This design comes from an exercise in tuning for small area, a short achievable clock period and few clock cycles on the open sky130 flow, not from production work.
No activity file was given, so power comes from the tool's default toggle rates.

// cpu20
module cpu20 (
    input             clk,
    input             reset,
    output     [11:0] imem_addr,
    input      [19:0] imem_data,
    output reg [10:0] dmem_addr,
    output     [19:0] dmem_wdata,
    output reg        dmem_we,
    input      [19:0] dmem_rdata,
    output reg        halted
);
Size in the first run: about 2000 cells after synthesis, ~440 flip-flops, roughly 87 I/O pins.
==> flow/config.mk <==
export PLATFORM = sky130hd
export DESIGN_NAME = cpu20
export DESIGN_NICKNAME = cpu20
export VERILOG_FILES = /design/flow/design.v
export SDC_FILE = /design/flow/constraint.sdc
export NUM_CORES = 4
export LEC_CHECK = 0
export CAP_MARGIN = 20
export CORE_MARGIN = 2
export CORE_UTILIZATION = 40
export PLACE_DENSITY = 0.6
export SLEW_MARGIN = 20
export SYNTH_HIERARCHICAL = 1
==> flow/constraint.sdc <==
create_clock -name core_clock -period 10.0 [get_ports {clk}]
set_input_delay 2.0000 -clock core_clock [delete_from_list [all_inputs] [get_ports {clk}]]
set_output_delay 2.0000 -clock core_clock [all_outputs]
set_load 0.01 [all_outputs]
standard.sh (not shown) runs the stock make flow with config.mk's settings and CLKGATE_MAP_FILE= SYNTH_SCRIPT=/design/flow/synth_recipe.tcl, a recipe that flattens the netlist after the stock synthesis.
==> flow/flow/run.sh <==
#!/bin/bash
# Standard synthesis, then the standard layout with repair_timing aiming for
# extra setup slack (a tighter internal target than the 10 ns clock), sizing
# not limited to same-footprint cells, and port buffers of a fixed type.
set -euo pipefail
MARGIN=$(cat flow/margin.txt)
bash standard.sh synth > synth.log 2>&1
bash standard.sh SETUP_SLACK_MARGIN=$MARGIN MATCH_CELL_FOOTPRINT=0 \
  "BUFFER_PORTS_ARGS=-buffer_cell sky130_fd_sc_hd__buf_4" finish > layout.log 2>&1
==> flow/flow/margin.txt <==
6.7
==> next run, changes <==
--- a/flow/design.v
+++ b/flow/design.v
@@ -209,48 +209,36 @@
             halted  <= 1'b0;
         end else begin
             x_wen   <= r_wen & ~misp;
             x_mcond <= r_mcond & {3{~misp}};
             dmem_we <= r_st & ~misp;
             if (r_halt & ~misp)
                 halted <= 1'b1;
         end
     end
     always @(posedge clk) begin
-        x_a       <= a_next;
-        x_b       <= b_next;
+        x_a       <= fwd1 ? x_res : rdata1;
+        x_b       <= r_useimm ? r_imm20 : (fwd2 ? x_res : rdata2);
         x_rd      <= r_rd;
         x_aluop   <= r_aluop;
         x_ld      <= r_ld;
         x_alt     <= r_alt;
         dmem_addr <= {(r_st ? r_rs2 : r_rs1), r_imm};
     end
     wire [19:0] alu_out;
     ALU alu (
         .input1(x_a),
         .input2(x_b),
         .op(x_aluop),
         .aluOutput(alu_out)
     );
     assign x_res = x_ld ? dmem_rdata : alu_out;
-    wire        a_alu = fwd1 & ~x_ld;
-    wire        a_ldd = fwd1 &  x_ld;
-    wire        a_rf  = ~fwd1;
-    wire        b_imm = r_useimm;
-    wire        b_alu = ~r_useimm & fwd2 & ~x_ld;
-    wire        b_ldd = ~r_useimm & fwd2 &  x_ld;
-    wire        b_rf  = ~r_useimm & ~fwd2;
-    wire [19:0] a_next, b_next;
-    OperandSelect3 osa (.s_alu(a_alu), .s_ld(a_ldd), .s_rf(a_rf),
-                        .alu(alu_out), .ld(dmem_rdata), .rf(rdata1), .y(a_next));
-    OperandSelect osb (.s_alu(b_alu), .s_ld(b_ldd), .s_rf(b_rf), .s_imm(b_imm),
-                       .alu(alu_out), .ld(dmem_rdata), .rf(rdata2), .imm(r_imm20), .y(b_next));
     RegisterFile rf (
         .clock(clk),
         .writeEnable(x_wen),
         .writeRegister(x_rd),
         .WriteData(x_res),
         .ReadRegister1(r_rs1),
         .ReadRegister2(r_rs2),
         .ReadData1(rdata1),
         .ReadData2(rdata2)
     );
@@ -268,34 +256,10 @@
     assign dmem_wdata = x_a;
 endmodule
 module Add7 (
     input  [6:0] a,
     input  [6:0] b,
     output [6:0] sum,
     output       cout
 );
     assign {cout, sum} = {1'b0, a} + {1'b0, b};
 endmodule
-module OperandSelect (
-    input         s_alu,
-    input         s_ld,
-    input         s_rf,
-    input         s_imm,
-    input  [19:0] alu,
-    input  [19:0] ld,
-    input  [19:0] rf,
-    input  [19:0] imm,
-    output [19:0] y
-);
-    assign y = ({20{s_alu}} & alu) | ({20{s_ld}} & ld) | ({20{s_rf}} & rf) | ({20{s_imm}} & imm);
-endmodule
-module OperandSelect3 (
-    input         s_alu,
-    input         s_ld,
-    input         s_rf,
-    input  [19:0] alu,
-    input  [19:0] ld,
-    input  [19:0] rf,
-    output [19:0] y
-);
-    assign y = ({20{s_alu}} & alu) | ({20{s_ld}} & ld) | ({20{s_rf}} & rf);
-endmodule
The new run completed with no timing, DRC or antenna violations.
Cell count is lower by about 1.4%.
Routed wire length is lower by 0.69%.
Power is higher by 1.4%.
Final area is higher by about 0.46%.
Worst setup slack got worse by 8.3 ps.
Synthesized cell count is lower by 2.3%.
Sequential power is about the same.
Global-route usage is higher by 0.15 points.
Register-to-register slack barely changes.
Clock power barely changes.
Count of clock-buffer cells in the layout is higher by 3.
No functional check of the RTL was part of any run of this note.

-- separate check: timing with driven ports --
Ports are ideal in the flow. The routed layouts listed here were re-timed in OpenROAD.
Step 1 (the two cells are an assumption about what drives the block):
set clk [get_ports {clk}]
set_driving_cell -lib_cell sky130_fd_sc_hd__clkbuf_16 $clk
set_driving_cell -lib_cell sky130_fd_sc_hd__buf_2 [delete_from_list [all_inputs] $clk]
Step 2 adds t to the input delays and takes it off the output delays; t is the mean of the earliest and latest rising clock arrival at the registers after step 1. Input paths then give back, and output paths get back, about the clock's delay inside the block.
Three values: ideal ports, drivers, drivers and shift; two values: the first two.
| run | t, ns | setup slack, ns | hold slack, ns | pins driven straight from the clock port |
|---|---|---|---|---|
| the first run | 0.652 | 6.730 / 6.672 / 6.119 | 0.326 / 0.326 / 0.326 | 1 |
| the second run | 0.645 | 6.722 / 6.664 / 6.099 | 0.321 / 0.321 / 0.321 | 1 |
After both steps setup and hold are still met in every run listed. For the second run, which loses most, drivers alone change the setup slack by -0.058 ns; drivers and shift together by -0.623 ns.
